Source: an optimization exercise on an open RTL-to-GDS flow (aim: small area, a short achievable clock period and few clock cycles per item). Production flows keep margins and buffers that such runs may drop. Where RTL was checked, it was by simulation tests only, not by an equivalence proof against the original. Function not checked in run 1: the RTL went through the layout flow alone.

## flow/design.v (module list and top-level ports; edited modules follow where they fit)
// module Divider_Modulo: 31 lines
// module div_stage0: 548 lines
// module div_stage1: 639 lines
// module div_stage2: 368 lines
module Divider_Modulo (clk, reset, mode, valid_in, divisor, dividend, result, valid_out);
  // ...
==> flow/flow/run.sh <==
#!/bin/bash
# Own layout flow: the standard synthesis unchanged, then the standard
# layout with these changes:
#  - ports are buffered with buf_4 cells instead of the slow delay buffers the
#    default port buffering picks;
#  - repair may resize a cell to any cell of the same function;
set -euo pipefail
bash standard.sh synth > synth.log 2>&1
bash standard.sh "BUFFER_PORTS_ARGS=-buffer_cell sky130_fd_sc_hd__buf_4" \
  SETUP_SLACK_MARGIN=14 TNS_END_PERCENT=0 SKIP_INCREMENTAL_REPAIR=1 finish > layout.log 2>&1
==> flow/standard.sh <==
#!/bin/bash
# synth_recipe.tcl (not shown) runs the flow's synth.tcl, then flattens the netlist and writes it again
# the make line also repeats each setting of config.mk as NAME=value (left out here)
make -C /OpenROAD-flow-scripts/flow DESIGN_CONFIG=/design/flow/config.mk WORK_HOME=/design/flow/orfs CLKGATE_MAP_FILE= SYNTH_SCRIPT=/design/flow/synth_recipe.tcl "${@:-finish}"
==> flow/config.mk <==
export PLATFORM = sky130hd
export DESIGN_NAME = Divider_Modulo
export DESIGN_NICKNAME = Divider_Modulo
export VERILOG_FILES = /design/flow/design.v
export SDC_FILE = /design/flow/constraint.sdc
export NUM_CORES = 4
export LEC_CHECK = 0
export ABC_AREA = 1
export CAP_MARGIN = 20
export CORE_MARGIN = 2
export CORE_UTILIZATION = 40
export SLEW_MARGIN = 20
export SYNTH_HIERARCHICAL = 1
==> flow/constraint.sdc <==
create_clock -name core_clock -period 25.0 [get_ports {clk}]
set_input_delay 5.0000 -clock core_clock [delete_from_list [all_inputs] [get_ports {clk}]]
set_output_delay 5.0000 -clock core_clock [all_outputs]
set_load 0.01 [all_outputs]
==> results.toml, run 1 <==
[cts]
path_clk_slew_ns = 0.07
cts_setup_buffers = 68

[global_routing]
busiest_layer = "met2"
met1_usage_pct = 23.07
antenna_found_initial = 0

[finish]
multi_input_area_um2 = 14220
stdcell_count = 4265
comb.multi_input.count = 2895
n_fill_cell = 5018

[logic_synthesis]
synthMuxAreaShare_pct = 0
yosysMostFrequentCell = "nand2_1"
synth_edf_count = 0
synth_simple_gate_area_share_pct = 64.24
synthAdderAreaFrac_pct = 0
synth_flop_cell = "dfxtp_1"

[placement]
port_buffers = 68
placed_cell_area_um2 = 18520

[hold_path]
worstHoldPathCells = 0

[critical_path]
cp-start-kind = "primary input"
crit_path_end_kind = "flop"
reg2reg_slack_ns = 14.56
r2r_start = "dA[4]$_DFF_P_"
endpoint = "rA[9]$_DFF_P_"

[timing]
finalSetupTns_ns = 0
hold-worst-slack_ns = 0.3285

[run_status]
status = "no timing/DRC/antenna violations"

[floorplanning]
dieHeight_um = 218.2
==> module div_stage2, before the edit <==
module div_stage2 (r_in, sh_in, d, mode, result);
input wire [14:0] r_in;
input wire [16:0] sh_in;
input wire [14:0] d;
input wire mode;
output wire [16:0] result;
wire [15:0] a_2a = {r_in, sh_in[16:16]};
wire [0:0] q_2a;
wire [14:0] r_2a;
wire s2a_1_g0 = a_2a[0] | ~d[0];
wire s2a_1_g1 = a_2a[1] & ~d[1];
wire s2a_1_p1 = a_2a[1] | ~d[1];
wire s2a_1_g2 = a_2a[2] & ~d[2];
wire s2a_1_p2 = a_2a[2] | ~d[2];
wire s2a_1_g3 = a_2a[3] & ~d[3];
wire s2a_1_p3 = a_2a[3] | ~d[3];
wire s2a_1_g4 = a_2a[4] & ~d[4];
wire s2a_1_p4 = a_2a[4] | ~d[4];
wire s2a_1_g5 = a_2a[5] & ~d[5];
wire s2a_1_p5 = a_2a[5] | ~d[5];
wire s2a_1_g6 = a_2a[6] & ~d[6];
wire s2a_1_p6 = a_2a[6] | ~d[6];
wire s2a_1_g7 = a_2a[7] & ~d[7];
wire s2a_1_p7 = a_2a[7] | ~d[7];
wire s2a_1_g8 = a_2a[8] & ~d[8];
wire s2a_1_p8 = a_2a[8] | ~d[8];
wire s2a_1_g9 = a_2a[9] & ~d[9];
wire s2a_1_p9 = a_2a[9] | ~d[9];
wire s2a_1_g10 = a_2a[10] & ~d[10];
wire s2a_1_p10 = a_2a[10] | ~d[10];
wire s2a_1_g11 = a_2a[11] & ~d[11];
wire s2a_1_p11 = a_2a[11] | ~d[11];
wire s2a_1_g12 = a_2a[12] & ~d[12];
wire s2a_1_p12 = a_2a[12] | ~d[12];
wire s2a_1_g13 = a_2a[13] & ~d[13];
wire s2a_1_p13 = a_2a[13] | ~d[13];
wire s2a_1_g14 = a_2a[14] & ~d[14];
wire s2a_1_p14 = a_2a[14] | ~d[14];
wire s2a_1_g15 = a_2a[15] & ~1'b0;
wire s2a_1_p15 = a_2a[15] | ~1'b0;
wire s2a_1_G0_1 = s2a_1_g1 | (s2a_1_p1 & s2a_1_g0);
wire s2a_1_G0_3 = s2a_1_g3 | (s2a_1_p3 & s2a_1_g2);
wire s2a_1_P0_3 = s2a_1_p3 & s2a_1_p2;
wire s2a_1_G0_5 = s2a_1_g5 | (s2a_1_p5 & s2a_1_g4);
wire s2a_1_P0_5 = s2a_1_p5 & s2a_1_p4;
wire s2a_1_G0_7 = s2a_1_g7 | (s2a_1_p7 & s2a_1_g6);
wire s2a_1_P0_7 = s2a_1_p7 & s2a_1_p6;
wire s2a_1_G0_9 = s2a_1_g9 | (s2a_1_p9 & s2a_1_g8);
wire s2a_1_P0_9 = s2a_1_p9 & s2a_1_p8;
wire s2a_1_G0_11 = s2a_1_g11 | (s2a_1_p11 & s2a_1_g10);
wire s2a_1_P0_11 = s2a_1_p11 & s2a_1_p10;
wire s2a_1_G0_13 = s2a_1_g13 | (s2a_1_p13 & s2a_1_g12);
wire s2a_1_P0_13 = s2a_1_p13 & s2a_1_p12;
wire s2a_1_G0_15 = s2a_1_g15 | (s2a_1_p15 & s2a_1_g14);
wire s2a_1_P0_15 = s2a_1_p15 & s2a_1_p14;
wire s2a_1_G1_3 = s2a_1_G0_3 | (s2a_1_P0_3 & s2a_1_G0_1);
wire s2a_1_G1_7 = s2a_1_G0_7 | (s2a_1_P0_7 & s2a_1_G0_5);
wire s2a_1_P1_7 = s2a_1_P0_7 & s2a_1_P0_5;
wire s2a_1_G1_11 = s2a_1_G0_11 | (s2a_1_P0_11 & s2a_1_G0_9);
wire s2a_1_P1_11 = s2a_1_P0_11 & s2a_1_P0_9;
wire s2a_1_G1_15 = s2a_1_G0_15 | (s2a_1_P0_15 & s2a_1_G0_13);
wire s2a_1_P1_15 = s2a_1_P0_15 & s2a_1_P0_13;
wire s2a_1_G2_7 = s2a_1_G1_7 | (s2a_1_P1_7 & s2a_1_G1_3);
wire s2a_1_G2_15 = s2a_1_G1_15 | (s2a_1_P1_15 & s2a_1_G1_11);
wire s2a_1_P2_15 = s2a_1_P1_15 & s2a_1_P1_11;
wire s2a_1_G3_15 = s2a_1_G2_15 | (s2a_1_P2_15 & s2a_1_G2_7);
wire s2a_1_G4_11 = s2a_1_G1_11 | (s2a_1_P1_11 & s2a_1_G2_7);
wire s2a_1_G5_5 = s2a_1_G0_5 | (s2a_1_P0_5 & s2a_1_G1_3);
wire s2a_1_G5_9 = s2a_1_G0_9 | (s2a_1_P0_9 & s2a_1_G2_7);
wire s2a_1_G5_13 = s2a_1_G0_13 | (s2a_1_P0_13 & s2a_1_G4_11);
wire s2a_1_G6_2 = s2a_1_g2 | (s2a_1_p2 & s2a_1_G0_1);
wire s2a_1_G6_4 = s2a_1_g4 | (s2a_1_p4 & s2a_1_G1_3);
wire s2a_1_G6_6 = s2a_1_g6 | (s2a_1_p6 & s2a_1_G5_5);
wire s2a_1_G6_8 = s2a_1_g8 | (s2a_1_p8 & s2a_1_G2_7);
wire s2a_1_G6_10 = s2a_1_g10 | (s2a_1_p10 & s2a_1_G5_9);
wire s2a_1_G6_12 = s2a_1_g12 | (s2a_1_p12 & s2a_1_G4_11);
wire s2a_1_G6_14 = s2a_1_g14 | (s2a_1_p14 & s2a_1_G5_13);
wire ge2a_1 = s2a_1_G3_15;
wire h2a_1 = ge2a_1;
assign q_2a[0] = h2a_1;
assign r_2a[0] = a_2a[0] ^ ((h2a_1 & ~(d[0] ^ 1'b1)));
assign r_2a[1] = a_2a[1] ^ ((h2a_1 & ~(d[1] ^ s2a_1_g0)));
assign r_2a[2] = a_2a[2] ^ ((h2a_1 & ~(d[2] ^ s2a_1_G0_1)));
assign r_2a[3] = a_2a[3] ^ ((h2a_1 & ~(d[3] ^ s2a_1_G6_2)));
assign r_2a[4] = a_2a[4] ^ ((h2a_1 & ~(d[4] ^ s2a_1_G1_3)));
assign r_2a[5] = a_2a[5] ^ ((h2a_1 & ~(d[5] ^ s2a_1_G6_4)));
assign r_2a[6] = a_2a[6] ^ ((h2a_1 & ~(d[6] ^ s2a_1_G5_5)));
assign r_2a[7] = a_2a[7] ^ ((h2a_1 & ~(d[7] ^ s2a_1_G6_6)));
assign r_2a[8] = a_2a[8] ^ ((h2a_1 & ~(d[8] ^ s2a_1_G2_7)));
assign r_2a[9] = a_2a[9] ^ ((h2a_1 & ~(d[9] ^ s2a_1_G6_8)));
assign r_2a[10] = a_2a[10] ^ ((h2a_1 & ~(d[10] ^ s2a_1_G5_9)));
assign r_2a[11] = a_2a[11] ^ ((h2a_1 & ~(d[11] ^ s2a_1_G6_10)));
assign r_2a[12] = a_2a[12] ^ ((h2a_1 & ~(d[12] ^ s2a_1_G4_11)));
assign r_2a[13] = a_2a[13] ^ ((h2a_1 & ~(d[13] ^ s2a_1_G6_12)));
assign r_2a[14] = a_2a[14] ^ ((h2a_1 & ~(d[14] ^ s2a_1_G5_13)));
wire [16:0] sh_2a = {sh_in[15:0], q_2a};
wire [15:0] a_2b = {r_2a, sh_2a[16:16]};
wire [0:0] q_2b;
wire [14:0] r_2b;
wire s2b_1_g0 = a_2b[0] | ~d[0];
wire s2b_1_g1 = a_2b[1] & ~d[1];
wire s2b_1_p1 = a_2b[1] | ~d[1];
wire s2b_1_g2 = a_2b[2] & ~d[2];
wire s2b_1_p2 = a_2b[2] | ~d[2];
wire s2b_1_g3 = a_2b[3] & ~d[3];
wire s2b_1_p3 = a_2b[3] | ~d[3];
wire s2b_1_g4 = a_2b[4] & ~d[4];
wire s2b_1_p4 = a_2b[4] | ~d[4];
wire s2b_1_g5 = a_2b[5] & ~d[5];
wire s2b_1_p5 = a_2b[5] | ~d[5];
wire s2b_1_g6 = a_2b[6] & ~d[6];
wire s2b_1_p6 = a_2b[6] | ~d[6];
wire s2b_1_g7 = a_2b[7] & ~d[7];
wire s2b_1_p7 = a_2b[7] | ~d[7];
wire s2b_1_g8 = a_2b[8] & ~d[8];
wire s2b_1_p8 = a_2b[8] | ~d[8];
wire s2b_1_g9 = a_2b[9] & ~d[9];
wire s2b_1_p9 = a_2b[9] | ~d[9];
wire s2b_1_g10 = a_2b[10] & ~d[10];
wire s2b_1_p10 = a_2b[10] | ~d[10];
wire s2b_1_g11 = a_2b[11] & ~d[11];
wire s2b_1_p11 = a_2b[11] | ~d[11];
wire s2b_1_g12 = a_2b[12] & ~d[12];
wire s2b_1_p12 = a_2b[12] | ~d[12];
wire s2b_1_g13 = a_2b[13] & ~d[13];
wire s2b_1_p13 = a_2b[13] | ~d[13];
wire s2b_1_g14 = a_2b[14] & ~d[14];
wire s2b_1_p14 = a_2b[14] | ~d[14];
wire s2b_1_g15 = a_2b[15] & ~1'b0;
wire s2b_1_p15 = a_2b[15] | ~1'b0;
wire s2b_1_G0_1 = s2b_1_g1 | (s2b_1_p1 & s2b_1_g0);
wire s2b_1_G0_3 = s2b_1_g3 | (s2b_1_p3 & s2b_1_g2);
wire s2b_1_P0_3 = s2b_1_p3 & s2b_1_p2;
wire s2b_1_G0_5 = s2b_1_g5 | (s2b_1_p5 & s2b_1_g4);
wire s2b_1_P0_5 = s2b_1_p5 & s2b_1_p4;
wire s2b_1_G0_7 = s2b_1_g7 | (s2b_1_p7 & s2b_1_g6);
wire s2b_1_P0_7 = s2b_1_p7 & s2b_1_p6;
wire s2b_1_G0_9 = s2b_1_g9 | (s2b_1_p9 & s2b_1_g8);
wire s2b_1_P0_9 = s2b_1_p9 & s2b_1_p8;
wire s2b_1_G0_11 = s2b_1_g11 | (s2b_1_p11 & s2b_1_g10);
wire s2b_1_P0_11 = s2b_1_p11 & s2b_1_p10;
wire s2b_1_G0_13 = s2b_1_g13 | (s2b_1_p13 & s2b_1_g12);
wire s2b_1_P0_13 = s2b_1_p13 & s2b_1_p12;
wire s2b_1_G0_15 = s2b_1_g15 | (s2b_1_p15 & s2b_1_g14);
wire s2b_1_P0_15 = s2b_1_p15 & s2b_1_p14;
wire s2b_1_G1_3 = s2b_1_G0_3 | (s2b_1_P0_3 & s2b_1_G0_1);
wire s2b_1_G1_7 = s2b_1_G0_7 | (s2b_1_P0_7 & s2b_1_G0_5);
wire s2b_1_P1_7 = s2b_1_P0_7 & s2b_1_P0_5;
wire s2b_1_G1_11 = s2b_1_G0_11 | (s2b_1_P0_11 & s2b_1_G0_9);
wire s2b_1_P1_11 = s2b_1_P0_11 & s2b_1_P0_9;
wire s2b_1_G1_15 = s2b_1_G0_15 | (s2b_1_P0_15 & s2b_1_G0_13);
wire s2b_1_P1_15 = s2b_1_P0_15 & s2b_1_P0_13;
wire s2b_1_G2_7 = s2b_1_G1_7 | (s2b_1_P1_7 & s2b_1_G1_3);
wire s2b_1_G2_15 = s2b_1_G1_15 | (s2b_1_P1_15 & s2b_1_G1_11);
wire s2b_1_P2_15 = s2b_1_P1_15 & s2b_1_P1_11;
wire s2b_1_G3_15 = s2b_1_G2_15 | (s2b_1_P2_15 & s2b_1_G2_7);
wire s2b_1_G4_11 = s2b_1_G1_11 | (s2b_1_P1_11 & s2b_1_G2_7);
wire s2b_1_G5_5 = s2b_1_G0_5 | (s2b_1_P0_5 & s2b_1_G1_3);
wire s2b_1_G5_9 = s2b_1_G0_9 | (s2b_1_P0_9 & s2b_1_G2_7);
wire s2b_1_G5_13 = s2b_1_G0_13 | (s2b_1_P0_13 & s2b_1_G4_11);
wire s2b_1_G6_2 = s2b_1_g2 | (s2b_1_p2 & s2b_1_G0_1);
wire s2b_1_G6_4 = s2b_1_g4 | (s2b_1_p4 & s2b_1_G1_3);
wire s2b_1_G6_6 = s2b_1_g6 | (s2b_1_p6 & s2b_1_G5_5);
wire s2b_1_G6_8 = s2b_1_g8 | (s2b_1_p8 & s2b_1_G2_7);
wire s2b_1_G6_10 = s2b_1_g10 | (s2b_1_p10 & s2b_1_G5_9);
wire s2b_1_G6_12 = s2b_1_g12 | (s2b_1_p12 & s2b_1_G4_11);
wire s2b_1_G6_14 = s2b_1_g14 | (s2b_1_p14 & s2b_1_G5_13);
wire ge2b_1 = s2b_1_G3_15;
wire h2b_1 = ge2b_1;
assign q_2b[0] = h2b_1;
assign r_2b[0] = a_2b[0] ^ ((h2b_1 & ~(d[0] ^ 1'b1)));
assign r_2b[1] = a_2b[1] ^ ((h2b_1 & ~(d[1] ^ s2b_1_g0)));
assign r_2b[2] = a_2b[2] ^ ((h2b_1 & ~(d[2] ^ s2b_1_G0_1)));
assign r_2b[3] = a_2b[3] ^ ((h2b_1 & ~(d[3] ^ s2b_1_G6_2)));
assign r_2b[4] = a_2b[4] ^ ((h2b_1 & ~(d[4] ^ s2b_1_G1_3)));
assign r_2b[5] = a_2b[5] ^ ((h2b_1 & ~(d[5] ^ s2b_1_G6_4)));
assign r_2b[6] = a_2b[6] ^ ((h2b_1 & ~(d[6] ^ s2b_1_G5_5)));
assign r_2b[7] = a_2b[7] ^ ((h2b_1 & ~(d[7] ^ s2b_1_G6_6)));
assign r_2b[8] = a_2b[8] ^ ((h2b_1 & ~(d[8] ^ s2b_1_G2_7)));
assign r_2b[9] = a_2b[9] ^ ((h2b_1 & ~(d[9] ^ s2b_1_G6_8)));
assign r_2b[10] = a_2b[10] ^ ((h2b_1 & ~(d[10] ^ s2b_1_G5_9)));
assign r_2b[11] = a_2b[11] ^ ((h2b_1 & ~(d[11] ^ s2b_1_G6_10)));
assign r_2b[12] = a_2b[12] ^ ((h2b_1 & ~(d[12] ^ s2b_1_G4_11)));
assign r_2b[13] = a_2b[13] ^ ((h2b_1 & ~(d[13] ^ s2b_1_G6_12)));
assign r_2b[14] = a_2b[14] ^ ((h2b_1 & ~(d[14] ^ s2b_1_G5_13)));
wire [16:0] sh_2b = {sh_2a[15:0], q_2b};
wire [15:0] a_2c = {r_2b, sh_2b[16:16]};
wire [0:0] q_2c;
wire [14:0] r_2c;
wire s2c_1_g0 = a_2c[0] | ~d[0];
wire s2c_1_g1 = a_2c[1] & ~d[1];
wire s2c_1_p1 = a_2c[1] | ~d[1];
wire s2c_1_g2 = a_2c[2] & ~d[2];
wire s2c_1_p2 = a_2c[2] | ~d[2];
wire s2c_1_g3 = a_2c[3] & ~d[3];
wire s2c_1_p3 = a_2c[3] | ~d[3];
wire s2c_1_g4 = a_2c[4] & ~d[4];
wire s2c_1_p4 = a_2c[4] | ~d[4];
wire s2c_1_g5 = a_2c[5] & ~d[5];
wire s2c_1_p5 = a_2c[5] | ~d[5];
wire s2c_1_g6 = a_2c[6] & ~d[6];
wire s2c_1_p6 = a_2c[6] | ~d[6];
wire s2c_1_g7 = a_2c[7] & ~d[7];
wire s2c_1_p7 = a_2c[7] | ~d[7];
wire s2c_1_g8 = a_2c[8] & ~d[8];
wire s2c_1_p8 = a_2c[8] | ~d[8];
wire s2c_1_g9 = a_2c[9] & ~d[9];
wire s2c_1_p9 = a_2c[9] | ~d[9];
wire s2c_1_g10 = a_2c[10] & ~d[10];
wire s2c_1_p10 = a_2c[10] | ~d[10];
wire s2c_1_g11 = a_2c[11] & ~d[11];
wire s2c_1_p11 = a_2c[11] | ~d[11];
wire s2c_1_g12 = a_2c[12] & ~d[12];
wire s2c_1_p12 = a_2c[12] | ~d[12];
wire s2c_1_g13 = a_2c[13] & ~d[13];
wire s2c_1_p13 = a_2c[13] | ~d[13];
wire s2c_1_g14 = a_2c[14] & ~d[14];
wire s2c_1_p14 = a_2c[14] | ~d[14];
wire s2c_1_g15 = a_2c[15] & ~1'b0;
wire s2c_1_p15 = a_2c[15] | ~1'b0;
wire s2c_1_G0_1 = s2c_1_g1 | (s2c_1_p1 & s2c_1_g0);
wire s2c_1_G0_3 = s2c_1_g3 | (s2c_1_p3 & s2c_1_g2);
wire s2c_1_P0_3 = s2c_1_p3 & s2c_1_p2;
wire s2c_1_G0_5 = s2c_1_g5 | (s2c_1_p5 & s2c_1_g4);
wire s2c_1_P0_5 = s2c_1_p5 & s2c_1_p4;
wire s2c_1_G0_7 = s2c_1_g7 | (s2c_1_p7 & s2c_1_g6);
wire s2c_1_P0_7 = s2c_1_p7 & s2c_1_p6;
wire s2c_1_G0_9 = s2c_1_g9 | (s2c_1_p9 & s2c_1_g8);
wire s2c_1_P0_9 = s2c_1_p9 & s2c_1_p8;
wire s2c_1_G0_11 = s2c_1_g11 | (s2c_1_p11 & s2c_1_g10);
wire s2c_1_P0_11 = s2c_1_p11 & s2c_1_p10;
wire s2c_1_G0_13 = s2c_1_g13 | (s2c_1_p13 & s2c_1_g12);
wire s2c_1_P0_13 = s2c_1_p13 & s2c_1_p12;
wire s2c_1_G0_15 = s2c_1_g15 | (s2c_1_p15 & s2c_1_g14);
wire s2c_1_P0_15 = s2c_1_p15 & s2c_1_p14;
wire s2c_1_G1_3 = s2c_1_G0_3 | (s2c_1_P0_3 & s2c_1_G0_1);
wire s2c_1_G1_7 = s2c_1_G0_7 | (s2c_1_P0_7 & s2c_1_G0_5);
wire s2c_1_P1_7 = s2c_1_P0_7 & s2c_1_P0_5;
wire s2c_1_G1_11 = s2c_1_G0_11 | (s2c_1_P0_11 & s2c_1_G0_9);
wire s2c_1_P1_11 = s2c_1_P0_11 & s2c_1_P0_9;
wire s2c_1_G1_15 = s2c_1_G0_15 | (s2c_1_P0_15 & s2c_1_G0_13);
wire s2c_1_P1_15 = s2c_1_P0_15 & s2c_1_P0_13;
wire s2c_1_G2_7 = s2c_1_G1_7 | (s2c_1_P1_7 & s2c_1_G1_3);
wire s2c_1_G2_15 = s2c_1_G1_15 | (s2c_1_P1_15 & s2c_1_G1_11);
wire s2c_1_P2_15 = s2c_1_P1_15 & s2c_1_P1_11;
wire s2c_1_G3_15 = s2c_1_G2_15 | (s2c_1_P2_15 & s2c_1_G2_7);
wire s2c_1_G4_11 = s2c_1_G1_11 | (s2c_1_P1_11 & s2c_1_G2_7);
wire s2c_1_G5_5 = s2c_1_G0_5 | (s2c_1_P0_5 & s2c_1_G1_3);
wire s2c_1_G5_9 = s2c_1_G0_9 | (s2c_1_P0_9 & s2c_1_G2_7);
wire s2c_1_G5_13 = s2c_1_G0_13 | (s2c_1_P0_13 & s2c_1_G4_11);
wire s2c_1_G6_2 = s2c_1_g2 | (s2c_1_p2 & s2c_1_G0_1);
wire s2c_1_G6_4 = s2c_1_g4 | (s2c_1_p4 & s2c_1_G1_3);
wire s2c_1_G6_6 = s2c_1_g6 | (s2c_1_p6 & s2c_1_G5_5);
wire s2c_1_G6_8 = s2c_1_g8 | (s2c_1_p8 & s2c_1_G2_7);
wire s2c_1_G6_10 = s2c_1_g10 | (s2c_1_p10 & s2c_1_G5_9);
wire s2c_1_G6_12 = s2c_1_g12 | (s2c_1_p12 & s2c_1_G4_11);
wire s2c_1_G6_14 = s2c_1_g14 | (s2c_1_p14 & s2c_1_G5_13);
wire ge2c_1 = s2c_1_G3_15;
wire h2c_1 = ge2c_1;
assign q_2c[0] = h2c_1;
assign r_2c[0] = a_2c[0] ^ ((h2c_1 & ~(d[0] ^ 1'b1)));
assign r_2c[1] = a_2c[1] ^ ((h2c_1 & ~(d[1] ^ s2c_1_g0)));
assign r_2c[2] = a_2c[2] ^ ((h2c_1 & ~(d[2] ^ s2c_1_G0_1)));
assign r_2c[3] = a_2c[3] ^ ((h2c_1 & ~(d[3] ^ s2c_1_G6_2)));
assign r_2c[4] = a_2c[4] ^ ((h2c_1 & ~(d[4] ^ s2c_1_G1_3)));
assign r_2c[5] = a_2c[5] ^ ((h2c_1 & ~(d[5] ^ s2c_1_G6_4)));
assign r_2c[6] = a_2c[6] ^ ((h2c_1 & ~(d[6] ^ s2c_1_G5_5)));
assign r_2c[7] = a_2c[7] ^ ((h2c_1 & ~(d[7] ^ s2c_1_G6_6)));
assign r_2c[8] = a_2c[8] ^ ((h2c_1 & ~(d[8] ^ s2c_1_G2_7)));
assign r_2c[9] = a_2c[9] ^ ((h2c_1 & ~(d[9] ^ s2c_1_G6_8)));
assign r_2c[10] = a_2c[10] ^ ((h2c_1 & ~(d[10] ^ s2c_1_G5_9)));
assign r_2c[11] = a_2c[11] ^ ((h2c_1 & ~(d[11] ^ s2c_1_G6_10)));
assign r_2c[12] = a_2c[12] ^ ((h2c_1 & ~(d[12] ^ s2c_1_G4_11)));
assign r_2c[13] = a_2c[13] ^ ((h2c_1 & ~(d[13] ^ s2c_1_G6_12)));
assign r_2c[14] = a_2c[14] ^ ((h2c_1 & ~(d[14] ^ s2c_1_G5_13)));
wire [16:0] sh_2c = {sh_2b[15:0], q_2c};
wire [15:0] a_2d = {r_2c, sh_2c[16:16]};
wire [0:0] q_2d;
wire [14:0] r_2d;
wire s2d_1_g0 = a_2d[0] | ~d[0];
wire s2d_1_g1 = a_2d[1] & ~d[1];
wire s2d_1_p1 = a_2d[1] | ~d[1];
wire s2d_1_g2 = a_2d[2] & ~d[2];
wire s2d_1_p2 = a_2d[2] | ~d[2];
wire s2d_1_g3 = a_2d[3] & ~d[3];
wire s2d_1_p3 = a_2d[3] | ~d[3];
wire s2d_1_g4 = a_2d[4] & ~d[4];
wire s2d_1_p4 = a_2d[4] | ~d[4];
wire s2d_1_g5 = a_2d[5] & ~d[5];
wire s2d_1_p5 = a_2d[5] | ~d[5];
wire s2d_1_g6 = a_2d[6] & ~d[6];
wire s2d_1_p6 = a_2d[6] | ~d[6];
wire s2d_1_g7 = a_2d[7] & ~d[7];
wire s2d_1_p7 = a_2d[7] | ~d[7];
wire s2d_1_g8 = a_2d[8] & ~d[8];
wire s2d_1_p8 = a_2d[8] | ~d[8];
wire s2d_1_g9 = a_2d[9] & ~d[9];
wire s2d_1_p9 = a_2d[9] | ~d[9];
wire s2d_1_g10 = a_2d[10] & ~d[10];
wire s2d_1_p10 = a_2d[10] | ~d[10];
wire s2d_1_g11 = a_2d[11] & ~d[11];
wire s2d_1_p11 = a_2d[11] | ~d[11];
wire s2d_1_g12 = a_2d[12] & ~d[12];
wire s2d_1_p12 = a_2d[12] | ~d[12];
wire s2d_1_g13 = a_2d[13] & ~d[13];
wire s2d_1_p13 = a_2d[13] | ~d[13];
wire s2d_1_g14 = a_2d[14] & ~d[14];
wire s2d_1_p14 = a_2d[14] | ~d[14];
wire s2d_1_g15 = a_2d[15] & ~1'b0;
wire s2d_1_p15 = a_2d[15] | ~1'b0;
wire s2d_1_G0_1 = s2d_1_g1 | (s2d_1_p1 & s2d_1_g0);
wire s2d_1_G0_3 = s2d_1_g3 | (s2d_1_p3 & s2d_1_g2);
wire s2d_1_P0_3 = s2d_1_p3 & s2d_1_p2;
wire s2d_1_G0_5 = s2d_1_g5 | (s2d_1_p5 & s2d_1_g4);
wire s2d_1_P0_5 = s2d_1_p5 & s2d_1_p4;
wire s2d_1_G0_7 = s2d_1_g7 | (s2d_1_p7 & s2d_1_g6);
wire s2d_1_P0_7 = s2d_1_p7 & s2d_1_p6;
wire s2d_1_G0_9 = s2d_1_g9 | (s2d_1_p9 & s2d_1_g8);
wire s2d_1_P0_9 = s2d_1_p9 & s2d_1_p8;
wire s2d_1_G0_11 = s2d_1_g11 | (s2d_1_p11 & s2d_1_g10);
wire s2d_1_P0_11 = s2d_1_p11 & s2d_1_p10;
wire s2d_1_G0_13 = s2d_1_g13 | (s2d_1_p13 & s2d_1_g12);
wire s2d_1_P0_13 = s2d_1_p13 & s2d_1_p12;
wire s2d_1_G0_15 = s2d_1_g15 | (s2d_1_p15 & s2d_1_g14);
wire s2d_1_P0_15 = s2d_1_p15 & s2d_1_p14;
wire s2d_1_G1_3 = s2d_1_G0_3 | (s2d_1_P0_3 & s2d_1_G0_1);
wire s2d_1_G1_7 = s2d_1_G0_7 | (s2d_1_P0_7 & s2d_1_G0_5);
wire s2d_1_P1_7 = s2d_1_P0_7 & s2d_1_P0_5;
wire s2d_1_G1_11 = s2d_1_G0_11 | (s2d_1_P0_11 & s2d_1_G0_9);
wire s2d_1_P1_11 = s2d_1_P0_11 & s2d_1_P0_9;
wire s2d_1_G1_15 = s2d_1_G0_15 | (s2d_1_P0_15 & s2d_1_G0_13);
wire s2d_1_P1_15 = s2d_1_P0_15 & s2d_1_P0_13;
wire s2d_1_G2_7 = s2d_1_G1_7 | (s2d_1_P1_7 & s2d_1_G1_3);
wire s2d_1_G2_15 = s2d_1_G1_15 | (s2d_1_P1_15 & s2d_1_G1_11);
wire s2d_1_P2_15 = s2d_1_P1_15 & s2d_1_P1_11;
wire s2d_1_G3_15 = s2d_1_G2_15 | (s2d_1_P2_15 & s2d_1_G2_7);
wire s2d_1_G4_11 = s2d_1_G1_11 | (s2d_1_P1_11 & s2d_1_G2_7);
wire s2d_1_G5_5 = s2d_1_G0_5 | (s2d_1_P0_5 & s2d_1_G1_3);
wire s2d_1_G5_9 = s2d_1_G0_9 | (s2d_1_P0_9 & s2d_1_G2_7);
wire s2d_1_G5_13 = s2d_1_G0_13 | (s2d_1_P0_13 & s2d_1_G4_11);
wire s2d_1_G6_2 = s2d_1_g2 | (s2d_1_p2 & s2d_1_G0_1);
wire s2d_1_G6_4 = s2d_1_g4 | (s2d_1_p4 & s2d_1_G1_3);
wire s2d_1_G6_6 = s2d_1_g6 | (s2d_1_p6 & s2d_1_G5_5);
wire s2d_1_G6_8 = s2d_1_g8 | (s2d_1_p8 & s2d_1_G2_7);
wire s2d_1_G6_10 = s2d_1_g10 | (s2d_1_p10 & s2d_1_G5_9);
wire s2d_1_G6_12 = s2d_1_g12 | (s2d_1_p12 & s2d_1_G4_11);
wire s2d_1_G6_14 = s2d_1_g14 | (s2d_1_p14 & s2d_1_G5_13);
wire ge2d_1 = s2d_1_G3_15;
wire h2d_1 = ge2d_1;
assign q_2d[0] = h2d_1;
assign r_2d[0] = a_2d[0] ^ ((h2d_1 & ~(d[0] ^ 1'b1)));
assign r_2d[1] = a_2d[1] ^ ((h2d_1 & ~(d[1] ^ s2d_1_g0)));
assign r_2d[2] = a_2d[2] ^ ((h2d_1 & ~(d[2] ^ s2d_1_G0_1)));
assign r_2d[3] = a_2d[3] ^ ((h2d_1 & ~(d[3] ^ s2d_1_G6_2)));
assign r_2d[4] = a_2d[4] ^ ((h2d_1 & ~(d[4] ^ s2d_1_G1_3)));
assign r_2d[5] = a_2d[5] ^ ((h2d_1 & ~(d[5] ^ s2d_1_G6_4)));
assign r_2d[6] = a_2d[6] ^ ((h2d_1 & ~(d[6] ^ s2d_1_G5_5)));
assign r_2d[7] = a_2d[7] ^ ((h2d_1 & ~(d[7] ^ s2d_1_G6_6)));
assign r_2d[8] = a_2d[8] ^ ((h2d_1 & ~(d[8] ^ s2d_1_G2_7)));
assign r_2d[9] = a_2d[9] ^ ((h2d_1 & ~(d[9] ^ s2d_1_G6_8)));
assign r_2d[10] = a_2d[10] ^ ((h2d_1 & ~(d[10] ^ s2d_1_G5_9)));
assign r_2d[11] = a_2d[11] ^ ((h2d_1 & ~(d[11] ^ s2d_1_G6_10)));
assign r_2d[12] = a_2d[12] ^ ((h2d_1 & ~(d[12] ^ s2d_1_G4_11)));
assign r_2d[13] = a_2d[13] ^ ((h2d_1 & ~(d[13] ^ s2d_1_G6_12)));
assign r_2d[14] = a_2d[14] ^ ((h2d_1 & ~(d[14] ^ s2d_1_G5_13)));
wire [16:0] sh_2d = {sh_2c[15:0], q_2d};
assign result = mode ? {2'b0, r_2d} : sh_2d[16:0];
endmodule
==> inputs of run 2 (changes only) <==
--- a/flow/design.v
+++ b/flow/design.v
@@ -1118,108 +1118,18 @@
 assign r_1f[8] = a_1f[8] ^ ((h1f_1 & ~(d[8] ^ s1f_1_G2_7)));
 assign r_1f[9] = a_1f[9] ^ ((h1f_1 & ~(d[9] ^ s1f_1_G6_8)));
 assign r_1f[10] = a_1f[10] ^ ((h1f_1 & ~(d[10] ^ s1f_1_G5_9)));
 assign r_1f[11] = a_1f[11] ^ ((h1f_1 & ~(d[11] ^ s1f_1_G6_10)));
 assign r_1f[12] = a_1f[12] ^ ((h1f_1 & ~(d[12] ^ s1f_1_G4_11)));
 assign r_1f[13] = a_1f[13] ^ ((h1f_1 & ~(d[13] ^ s1f_1_G6_12)));
 assign r_1f[14] = a_1f[14] ^ ((h1f_1 & ~(d[14] ^ s1f_1_G5_13)));
 wire [16:0] sh_1f = {sh_1e[15:0], q_1f};
-wire [15:0] a_1g = {r_1f, sh_1f[16:16]};
-wire [0:0] q_1g;
-wire [14:0] r_1g;
-wire s1g_1_g0 = a_1g[0] | ~d[0];
-wire s1g_1_g1 = a_1g[1] & ~d[1];
-wire s1g_1_p1 = a_1g[1] | ~d[1];
-wire s1g_1_g2 = a_1g[2] & ~d[2];
-wire s1g_1_p2 = a_1g[2] | ~d[2];
-wire s1g_1_g3 = a_1g[3] & ~d[3];
-wire s1g_1_p3 = a_1g[3] | ~d[3];
-wire s1g_1_g4 = a_1g[4] & ~d[4];
-wire s1g_1_p4 = a_1g[4] | ~d[4];
-wire s1g_1_g5 = a_1g[5] & ~d[5];
-wire s1g_1_p5 = a_1g[5] | ~d[5];
-wire s1g_1_g6 = a_1g[6] & ~d[6];
-wire s1g_1_p6 = a_1g[6] | ~d[6];
-wire s1g_1_g7 = a_1g[7] & ~d[7];
-wire s1g_1_p7 = a_1g[7] | ~d[7];
-wire s1g_1_g8 = a_1g[8] & ~d[8];
-wire s1g_1_p8 = a_1g[8] | ~d[8];
-wire s1g_1_g9 = a_1g[9] & ~d[9];
-wire s1g_1_p9 = a_1g[9] | ~d[9];
-wire s1g_1_g10 = a_1g[10] & ~d[10];
-wire s1g_1_p10 = a_1g[10] | ~d[10];
-wire s1g_1_g11 = a_1g[11] & ~d[11];
-wire s1g_1_p11 = a_1g[11] | ~d[11];
-wire s1g_1_g12 = a_1g[12] & ~d[12];
-wire s1g_1_p12 = a_1g[12] | ~d[12];
-wire s1g_1_g13 = a_1g[13] & ~d[13];
-wire s1g_1_p13 = a_1g[13] | ~d[13];
-wire s1g_1_g14 = a_1g[14] & ~d[14];
-wire s1g_1_p14 = a_1g[14] | ~d[14];
-wire s1g_1_g15 = a_1g[15] & ~1'b0;
-wire s1g_1_p15 = a_1g[15] | ~1'b0;
-wire s1g_1_G0_1 = s1g_1_g1 | (s1g_1_p1 & s1g_1_g0);
-wire s1g_1_G0_3 = s1g_1_g3 | (s1g_1_p3 & s1g_1_g2);
-wire s1g_1_P0_3 = s1g_1_p3 & s1g_1_p2;
-wire s1g_1_G0_5 = s1g_1_g5 | (s1g_1_p5 & s1g_1_g4);
-wire s1g_1_P0_5 = s1g_1_p5 & s1g_1_p4;
-wire s1g_1_G0_7 = s1g_1_g7 | (s1g_1_p7 & s1g_1_g6);
-wire s1g_1_P0_7 = s1g_1_p7 & s1g_1_p6;
-wire s1g_1_G0_9 = s1g_1_g9 | (s1g_1_p9 & s1g_1_g8);
-wire s1g_1_P0_9 = s1g_1_p9 & s1g_1_p8;
-wire s1g_1_G0_11 = s1g_1_g11 | (s1g_1_p11 & s1g_1_g10);
-wire s1g_1_P0_11 = s1g_1_p11 & s1g_1_p10;
-wire s1g_1_G0_13 = s1g_1_g13 | (s1g_1_p13 & s1g_1_g12);
-wire s1g_1_P0_13 = s1g_1_p13 & s1g_1_p12;
-wire s1g_1_G0_15 = s1g_1_g15 | (s1g_1_p15 & s1g_1_g14);
-wire s1g_1_P0_15 = s1g_1_p15 & s1g_1_p14;
-wire s1g_1_G1_3 = s1g_1_G0_3 | (s1g_1_P0_3 & s1g_1_G0_1);
-wire s1g_1_G1_7 = s1g_1_G0_7 | (s1g_1_P0_7 & s1g_1_G0_5);
-wire s1g_1_P1_7 = s1g_1_P0_7 & s1g_1_P0_5;
-wire s1g_1_G1_11 = s1g_1_G0_11 | (s1g_1_P0_11 & s1g_1_G0_9);
-wire s1g_1_P1_11 = s1g_1_P0_11 & s1g_1_P0_9;
-wire s1g_1_G1_15 = s1g_1_G0_15 | (s1g_1_P0_15 & s1g_1_G0_13);
-wire s1g_1_P1_15 = s1g_1_P0_15 & s1g_1_P0_13;
-wire s1g_1_G2_7 = s1g_1_G1_7 | (s1g_1_P1_7 & s1g_1_G1_3);
-wire s1g_1_G2_15 = s1g_1_G1_15 | (s1g_1_P1_15 & s1g_1_G1_11);
-wire s1g_1_P2_15 = s1g_1_P1_15 & s1g_1_P1_11;
-wire s1g_1_G3_15 = s1g_1_G2_15 | (s1g_1_P2_15 & s1g_1_G2_7);
-wire s1g_1_G4_11 = s1g_1_G1_11 | (s1g_1_P1_11 & s1g_1_G2_7);
-wire s1g_1_G5_5 = s1g_1_G0_5 | (s1g_1_P0_5 & s1g_1_G1_3);
-wire s1g_1_G5_9 = s1g_1_G0_9 | (s1g_1_P0_9 & s1g_1_G2_7);
-wire s1g_1_G5_13 = s1g_1_G0_13 | (s1g_1_P0_13 & s1g_1_G4_11);
-wire s1g_1_G6_2 = s1g_1_g2 | (s1g_1_p2 & s1g_1_G0_1);
-wire s1g_1_G6_4 = s1g_1_g4 | (s1g_1_p4 & s1g_1_G1_3);
-wire s1g_1_G6_6 = s1g_1_g6 | (s1g_1_p6 & s1g_1_G5_5);
-wire s1g_1_G6_8 = s1g_1_g8 | (s1g_1_p8 & s1g_1_G2_7);
-wire s1g_1_G6_10 = s1g_1_g10 | (s1g_1_p10 & s1g_1_G5_9);
-wire s1g_1_G6_12 = s1g_1_g12 | (s1g_1_p12 & s1g_1_G4_11);
-wire s1g_1_G6_14 = s1g_1_g14 | (s1g_1_p14 & s1g_1_G5_13);
-wire ge1g_1 = s1g_1_G3_15;
-wire h1g_1 = ge1g_1;
-assign q_1g[0] = h1g_1;
-assign r_1g[0] = a_1g[0] ^ ((h1g_1 & ~(d[0] ^ 1'b1)));
-assign r_1g[1] = a_1g[1] ^ ((h1g_1 & ~(d[1] ^ s1g_1_g0)));
-assign r_1g[2] = a_1g[2] ^ ((h1g_1 & ~(d[2] ^ s1g_1_G0_1)));
-assign r_1g[3] = a_1g[3] ^ ((h1g_1 & ~(d[3] ^ s1g_1_G6_2)));
-assign r_1g[4] = a_1g[4] ^ ((h1g_1 & ~(d[4] ^ s1g_1_G1_3)));
-assign r_1g[5] = a_1g[5] ^ ((h1g_1 & ~(d[5] ^ s1g_1_G6_4)));
-assign r_1g[6] = a_1g[6] ^ ((h1g_1 & ~(d[6] ^ s1g_1_G5_5)));
-assign r_1g[7] = a_1g[7] ^ ((h1g_1 & ~(d[7] ^ s1g_1_G6_6)));
-assign r_1g[8] = a_1g[8] ^ ((h1g_1 & ~(d[8] ^ s1g_1_G2_7)));
-assign r_1g[9] = a_1g[9] ^ ((h1g_1 & ~(d[9] ^ s1g_1_G6_8)));
-assign r_1g[10] = a_1g[10] ^ ((h1g_1 & ~(d[10] ^ s1g_1_G5_9)));
-assign r_1g[11] = a_1g[11] ^ ((h1g_1 & ~(d[11] ^ s1g_1_G6_10)));
-assign r_1g[12] = a_1g[12] ^ ((h1g_1 & ~(d[12] ^ s1g_1_G4_11)));
-assign r_1g[13] = a_1g[13] ^ ((h1g_1 & ~(d[13] ^ s1g_1_G6_12)));
-assign r_1g[14] = a_1g[14] ^ ((h1g_1 & ~(d[14] ^ s1g_1_G5_13)));
-wire [16:0] sh_1g = {sh_1f[15:0], q_1g};
-assign r_out = r_1g;
-assign sh_out = sh_1g[16:0];
+assign r_out = r_1f;
+assign sh_out = sh_1f[16:0];
 endmodule
 module div_stage2 (r_in, sh_in, d, mode, result);
 input wire [14:0] r_in;
 input wire [16:0] sh_in;
 input wire [14:0] d;
 input wire mode;
 output wire [16:0] result;
 wire [15:0] a_2a = {r_in, sh_in[16:16]};
@@ -1577,10 +1487,100 @@
 assign r_2d[8] = a_2d[8] ^ ((h2d_1 & ~(d[8] ^ s2d_1_G2_7)));
 assign r_2d[9] = a_2d[9] ^ ((h2d_1 & ~(d[9] ^ s2d_1_G6_8)));
 assign r_2d[10] = a_2d[10] ^ ((h2d_1 & ~(d[10] ^ s2d_1_G5_9)));
 assign r_2d[11] = a_2d[11] ^ ((h2d_1 & ~(d[11] ^ s2d_1_G6_10)));
 assign r_2d[12] = a_2d[12] ^ ((h2d_1 & ~(d[12] ^ s2d_1_G4_11)));
 assign r_2d[13] = a_2d[13] ^ ((h2d_1 & ~(d[13] ^ s2d_1_G6_12)));
 assign r_2d[14] = a_2d[14] ^ ((h2d_1 & ~(d[14] ^ s2d_1_G5_13)));
 wire [16:0] sh_2d = {sh_2c[15:0], q_2d};
-assign result = mode ? {2'b0, r_2d} : sh_2d[16:0];
+wire [15:0] a_2e = {r_2d, sh_2d[16:16]};
+wire [0:0] q_2e;
+wire [14:0] r_2e;
+wire s2e_1_g0 = a_2e[0] | ~d[0];
+wire s2e_1_g1 = a_2e[1] & ~d[1];
+wire s2e_1_p1 = a_2e[1] | ~d[1];
+wire s2e_1_g2 = a_2e[2] & ~d[2];
+wire s2e_1_p2 = a_2e[2] | ~d[2];
+wire s2e_1_g3 = a_2e[3] & ~d[3];
+wire s2e_1_p3 = a_2e[3] | ~d[3];
+wire s2e_1_g4 = a_2e[4] & ~d[4];
+wire s2e_1_p4 = a_2e[4] | ~d[4];
+wire s2e_1_g5 = a_2e[5] & ~d[5];
+wire s2e_1_p5 = a_2e[5] | ~d[5];
+wire s2e_1_g6 = a_2e[6] & ~d[6];
+wire s2e_1_p6 = a_2e[6] | ~d[6];
+wire s2e_1_g7 = a_2e[7] & ~d[7];
+wire s2e_1_p7 = a_2e[7] | ~d[7];
+wire s2e_1_g8 = a_2e[8] & ~d[8];
+wire s2e_1_p8 = a_2e[8] | ~d[8];
+wire s2e_1_g9 = a_2e[9] & ~d[9];
+wire s2e_1_p9 = a_2e[9] | ~d[9];
+wire s2e_1_g10 = a_2e[10] & ~d[10];
+wire s2e_1_p10 = a_2e[10] | ~d[10];
+wire s2e_1_g11 = a_2e[11] & ~d[11];
+wire s2e_1_p11 = a_2e[11] | ~d[11];
+wire s2e_1_g12 = a_2e[12] & ~d[12];
+wire s2e_1_p12 = a_2e[12] | ~d[12];
+wire s2e_1_g13 = a_2e[13] & ~d[13];
+wire s2e_1_p13 = a_2e[13] | ~d[13];
+wire s2e_1_g14 = a_2e[14] & ~d[14];
+wire s2e_1_p14 = a_2e[14] | ~d[14];
+wire s2e_1_g15 = a_2e[15] & ~1'b0;
+wire s2e_1_p15 = a_2e[15] | ~1'b0;
+wire s2e_1_G0_1 = s2e_1_g1 | (s2e_1_p1 & s2e_1_g0);
+wire s2e_1_G0_3 = s2e_1_g3 | (s2e_1_p3 & s2e_1_g2);
+wire s2e_1_P0_3 = s2e_1_p3 & s2e_1_p2;
+wire s2e_1_G0_5 = s2e_1_g5 | (s2e_1_p5 & s2e_1_g4);
+wire s2e_1_P0_5 = s2e_1_p5 & s2e_1_p4;
+wire s2e_1_G0_7 = s2e_1_g7 | (s2e_1_p7 & s2e_1_g6);
+wire s2e_1_P0_7 = s2e_1_p7 & s2e_1_p6;
+wire s2e_1_G0_9 = s2e_1_g9 | (s2e_1_p9 & s2e_1_g8);
+wire s2e_1_P0_9 = s2e_1_p9 & s2e_1_p8;
+wire s2e_1_G0_11 = s2e_1_g11 | (s2e_1_p11 & s2e_1_g10);
+wire s2e_1_P0_11 = s2e_1_p11 & s2e_1_p10;
+wire s2e_1_G0_13 = s2e_1_g13 | (s2e_1_p13 & s2e_1_g12);
+wire s2e_1_P0_13 = s2e_1_p13 & s2e_1_p12;
+wire s2e_1_G0_15 = s2e_1_g15 | (s2e_1_p15 & s2e_1_g14);
+wire s2e_1_P0_15 = s2e_1_p15 & s2e_1_p14;
+wire s2e_1_G1_3 = s2e_1_G0_3 | (s2e_1_P0_3 & s2e_1_G0_1);
+wire s2e_1_G1_7 = s2e_1_G0_7 | (s2e_1_P0_7 & s2e_1_G0_5);
+wire s2e_1_P1_7 = s2e_1_P0_7 & s2e_1_P0_5;
+wire s2e_1_G1_11 = s2e_1_G0_11 | (s2e_1_P0_11 & s2e_1_G0_9);
+wire s2e_1_P1_11 = s2e_1_P0_11 & s2e_1_P0_9;
+wire s2e_1_G1_15 = s2e_1_G0_15 | (s2e_1_P0_15 & s2e_1_G0_13);
+wire s2e_1_P1_15 = s2e_1_P0_15 & s2e_1_P0_13;
+wire s2e_1_G2_7 = s2e_1_G1_7 | (s2e_1_P1_7 & s2e_1_G1_3);
+wire s2e_1_G2_15 = s2e_1_G1_15 | (s2e_1_P1_15 & s2e_1_G1_11);
+wire s2e_1_P2_15 = s2e_1_P1_15 & s2e_1_P1_11;
+wire s2e_1_G3_15 = s2e_1_G2_15 | (s2e_1_P2_15 & s2e_1_G2_7);
+wire s2e_1_G4_11 = s2e_1_G1_11 | (s2e_1_P1_11 & s2e_1_G2_7);
+wire s2e_1_G5_5 = s2e_1_G0_5 | (s2e_1_P0_5 & s2e_1_G1_3);
+wire s2e_1_G5_9 = s2e_1_G0_9 | (s2e_1_P0_9 & s2e_1_G2_7);
+wire s2e_1_G5_13 = s2e_1_G0_13 | (s2e_1_P0_13 & s2e_1_G4_11);
+wire s2e_1_G6_2 = s2e_1_g2 | (s2e_1_p2 & s2e_1_G0_1);
+wire s2e_1_G6_4 = s2e_1_g4 | (s2e_1_p4 & s2e_1_G1_3);
+wire s2e_1_G6_6 = s2e_1_g6 | (s2e_1_p6 & s2e_1_G5_5);
+wire s2e_1_G6_8 = s2e_1_g8 | (s2e_1_p8 & s2e_1_G2_7);
+wire s2e_1_G6_10 = s2e_1_g10 | (s2e_1_p10 & s2e_1_G5_9);
+wire s2e_1_G6_12 = s2e_1_g12 | (s2e_1_p12 & s2e_1_G4_11);
+wire s2e_1_G6_14 = s2e_1_g14 | (s2e_1_p14 & s2e_1_G5_13);
+wire ge2e_1 = s2e_1_G3_15;
+wire h2e_1 = ge2e_1;
+assign q_2e[0] = h2e_1;
+assign r_2e[0] = a_2e[0] ^ ((h2e_1 & ~(d[0] ^ 1'b1)));
+assign r_2e[1] = a_2e[1] ^ ((h2e_1 & ~(d[1] ^ s2e_1_g0)));
+assign r_2e[2] = a_2e[2] ^ ((h2e_1 & ~(d[2] ^ s2e_1_G0_1)));
+assign r_2e[3] = a_2e[3] ^ ((h2e_1 & ~(d[3] ^ s2e_1_G6_2)));
+assign r_2e[4] = a_2e[4] ^ ((h2e_1 & ~(d[4] ^ s2e_1_G1_3)));
+assign r_2e[5] = a_2e[5] ^ ((h2e_1 & ~(d[5] ^ s2e_1_G6_4)));
+assign r_2e[6] = a_2e[6] ^ ((h2e_1 & ~(d[6] ^ s2e_1_G5_5)));
+assign r_2e[7] = a_2e[7] ^ ((h2e_1 & ~(d[7] ^ s2e_1_G6_6)));
+assign r_2e[8] = a_2e[8] ^ ((h2e_1 & ~(d[8] ^ s2e_1_G2_7)));
+assign r_2e[9] = a_2e[9] ^ ((h2e_1 & ~(d[9] ^ s2e_1_G6_8)));
+assign r_2e[10] = a_2e[10] ^ ((h2e_1 & ~(d[10] ^ s2e_1_G5_9)));
+assign r_2e[11] = a_2e[11] ^ ((h2e_1 & ~(d[11] ^ s2e_1_G6_10)));
+assign r_2e[12] = a_2e[12] ^ ((h2e_1 & ~(d[12] ^ s2e_1_G4_11)));
+assign r_2e[13] = a_2e[13] ^ ((h2e_1 & ~(d[13] ^ s2e_1_G6_12)));
+assign r_2e[14] = a_2e[14] ^ ((h2e_1 & ~(d[14] ^ s2e_1_G5_13)));
+wire [16:0] sh_2e = {sh_2d[15:0], q_2e};
+assign result = mode ? {2'b0, r_2e} : sh_2e[16:0];
 endmodule
==> flow/run.sh (new file) <==
#!/bin/bash
# synth_recipe.tcl (not shown) runs the flow's synth.tcl, then flattens the netlist and writes it again
# the make line also repeats each setting of config.mk as NAME=value (left out here)
make -C /OpenROAD-flow-scripts/flow DESIGN_CONFIG=/design/flow/config.mk WORK_HOME=/design/flow/orfs CLKGATE_MAP_FILE= SYNTH_SCRIPT=/design/flow/synth_recipe.tcl finish
--- a/flow/config.mk
+++ b/flow/config.mk
@@ -5,9 +5,8 @@
 export SDC_FILE = /design/flow/constraint.sdc
 export NUM_CORES = 4
 export LEC_CHECK = 0
 export ABC_AREA = 1
 export CAP_MARGIN = 20
 export CORE_MARGIN = 2
 export CORE_UTILIZATION = 40
 export SLEW_MARGIN = 20
-export SYNTH_HIERARCHICAL = 1
removed: flow/flow/run.sh
removed: flow/standard.sh
==> run 2 against run 1 <==
Effect of this change:
- via count is 4.8% lower
- utilization is 2.8 points lower
- non-clock buffer count is 66 lower
- area after synthesis is 3.3% lower
- synthesized cell count is 2.5% lower
- wire length is 12% lower
- worst setup slack worse by 3.3 ns
- clock skew is 0.00077 ns higher
- first-iteration DRC count is 26% lower
- critical endpoint is now rA[3]$_DFF_P_
- largest cell class unchanged
- highest routed layer unchanged
==> results.toml, run 2 <==
[logic_synthesis]
synth_seq_cells = 98
synth_compound_area_share_pct = 3.132
syn_area_um2 = 17740
synthAdderAreaFrac_pct = 0
ys_top_cells_by_count = "nand2_1, nand3_1, inv_1, nor2_1, nand4_1"
synthTopCellsByArea = "nand2_1, nand3_1, dfxtp_1"
avgSynthCellArea_um2 = 4.988
synth_edf_count = 0
synthArstFlopShare_pct = 2.041
synth_xor_xnor_area_share_pct = 5.692
synth_simple_gate_area_share_pct = 64.60
syn_inst = 3556
yosys_warnings = 1
synth_top_area_share_pct = 32.93
synthMuxAreaShare_pct = 0
synth_top_cell_by_area = "nand2_1"
synth_flop_cell = "dfxtp_1"
ys_seq_area_share_pct = 11.12
synth_cell_types = 47
synth_top_family_by_area = "simple AND/OR/NAND/NOR gates"
yosysMostFrequentCell = "nand2_1"

[routing]
num_vias = 20216
drc = 0
drt_wl_total_um = 42920
firstDrtPassIters = 6
drt_iter0_markers = 682
postRouteAntennaNets = 0
wl_per_cell_um = 10.42
viasPerCell = 4.908

[placement]
placed_cell_area_um2 = 18350
dp.cells = 4103
hpwl_um = 36130
place.gp.congestion = 0.8476
pre_cts_ws_ns = 9.674
port_buffers = 68

[cts]
clockBufferDepth = 2
cts-resized-gates = 0
cts_buffers = 9
cts.sinks = 98
htree_levels = 3
root_buffer = "clkbuf_16"
insertion_delay_ns = 0.37
cts-hold-fix-buffers = 0
cts_setup_buffers = 0
cts_tree = "built"
path_clk_slew_ns = 0.07

[floorplanning]
core_area_um2 = 44030
die_area_um2 = 46050
start_util_pct = 40.29
dieHeight_um = 214.6
rows = 77
ioPinCount = 85
die_w_um = 214.6

[finish]
final_common_cell = "nand2_1"
nNetsFinal = 3574
postLayoutCellArea_um2 = 18640
layout_common_cells = "nand2_1, nand3_1, inv_1, nor2_1, nand4_1"
drive_above_1_share_pct = 3.771
stdcell_count = 4119
reg_top3 = "shA: 17 flops, shB: 17 flops"
area_growth_pct = 5.107
diodes = 0

[critical_path]
critPathMaxFanout = 34
cp.required_ns = 25.30
cp-start-kind = "primary input"
r2r-end = "rB[3]$_DFF_P_"
crit_top_cell = "nand2_1"
r2r_cells = 62
path_class = "primary input to flop"
r2r_start = "dA[7]$_DFF_P_"
worst_path_largest_cell_delay_ns = 0.85
reg2reg_slack_ns = 16.17
crit_path_end_kind = "flop"
crit_slowest_cell = "clkdlybuf4s50_1"
arrival_ns = 15.07

[global_routing]
grt_usage_pct = 19.20
met1_usage_pct = 21.68
grt_pass1_vias = 18680
antenna_found_initial = 0
grt.overflow.total = 0
grt_pass1_wl_um = 78150
use_met2_pct = 38.46
use_met3_pct = 1.461
grt_max_degree = 35
busiest_layer = "met2"

[hold_path]
hp-class = "flop to flop"
worstHoldPathCells = 0
worstHoldEndpoint = "shB[16]$_DFF_P_"
hp-start = "shA[10]$_DFF_P_"

[timing]
rsz0062_at_grt = "no"
skew_ns = 0.01215
finalSetupTns_ns = 0
hold-worst-slack_ns = 0.3280
slew_violations = 0
fmax_mhz = 67.72
fin_crit_sh_pct = 59.07
hold_viol = 0
period_needed_ns = 14.77
setup_violations = 0
worst_slack_ns = 10.23
slew_headroom_pct = 52.92
tightest_slew_ns = 0.7053

[run_status]
status = "no timing/DRC/antenna violations"

[flow_run]
maxCapViolCount = 0
[run 2: cell count changes after synthesis, moves of 7 or more]
cell	before	now
buf_2	35	27
nor2_2	17	9
inv_2	46	26
nand2_2	60	37
nand3_1	707	694
inv_1	460	445
buf_4	78	45
nor2_1	122	149
o21ai_0	22	34
nand3_2	29	17
clkbuf_1	19	26
o21ai_1	22	12
nand2_1	1576	1556
[run 2: final cells by class]
cell class	count	area, um2
clock buffer	10	239.0
timing repair buffer	74	725.7
fill	5075	25380
multi-input combinational	2854	13080
tap	592	740.7
sequential	98	1972
inverter	485	1828
clock inverter	6	57.56
[run 2: per-stage QoR]
step | utilization [%]
2_1_floorplan | -
3_3_place_gp | 41.67
3_5_place_dp | 41.67
4_1_cts | 42.35
5_1_grt | 42.35
6_report | 42.35
[run 2: how the worst max path moves through the flow]
stage / endpoint / slack [ns] / cells after the start / start
floorplan: result[14] / 13.98 / 61 / dB[0]$_DFF_P_
global placement: rA[10]$_DFF_P_ / 9.80 / 60 / divisor[12]
detailed placement: rA[0]$_DFF_P_ / 9.67 / 58 / divisor[14]
CTS: rA[6]$_DFF_P_ / 10.06 / 58 / divisor[14]
global route: rA[12]$_DFF_P_ / 8.63 / 58 / divisor[14]
finish: rA[3]$_DFF_P_ / 10.23 / 58 / divisor[14]
[run 2: cell families after synthesis]
kind of cell | after synthesis
and+or+nand+nor | 2628
DFF | 98
AOI/OAI and AO/OA | 100
buffers and inverters | 618
other | 1
xor gates and xnor gates | 111
[run 2: critical path: cells and delay by family]
kind	cells	cell delay [ns]
simple gates	50	8.10
compound gates	2	0.41
buf+inv	5	1.38
xor+xnor	1	0.14
[run 2: routing by layer]
metal,part of all wire [%],up-vias
met1,46,8825
met3,1.9,44
met5,0,-
met2,51,206
li1,-,11141
met4,1.5,0
Testbench counts of run 2, summed over its fixed seeds: cycles 8,000, items 4,000.

[static timing again, ports no longer ideal]
The flow's constraints put no driver on any port. The routed layouts listed below were extracted and timed again, unchanged, in two steps.
Step 1 sets driving cells, clkbuf_16 on the clock port and buf_2 on the other inputs (assumed; they add their load-dependent delay and slew).
Step 2, shift: input delay + t, output delay - t, t = (earliest + latest rising clock arrival at the registers) / 2. This alone moves slack from input paths to output paths.
Three values: ideal ports, drivers, drivers and shift; two values: the first two.
| run | t, ns | setup slack, ns | slew at the worst register clock pin (ns) | worst data-port slew with drivers (ns) | pins driven straight from the clock port |
|---|---|---|---|---|---|
| run 1 | 0.416 | 13.498 / 13.506 / 13.090 | 0.08 / 0.08 | 0.07 | 1 |
| run 2 | 0.410 | 10.233 / 10.256 / 9.846 | 0.08 / 0.08 | 0.05 | 1 |
After both steps every run listed still meets setup and hold. For run 1, which loses most, drivers alone change the setup slack by +0.008 ns; drivers and shift together by -0.408 ns.
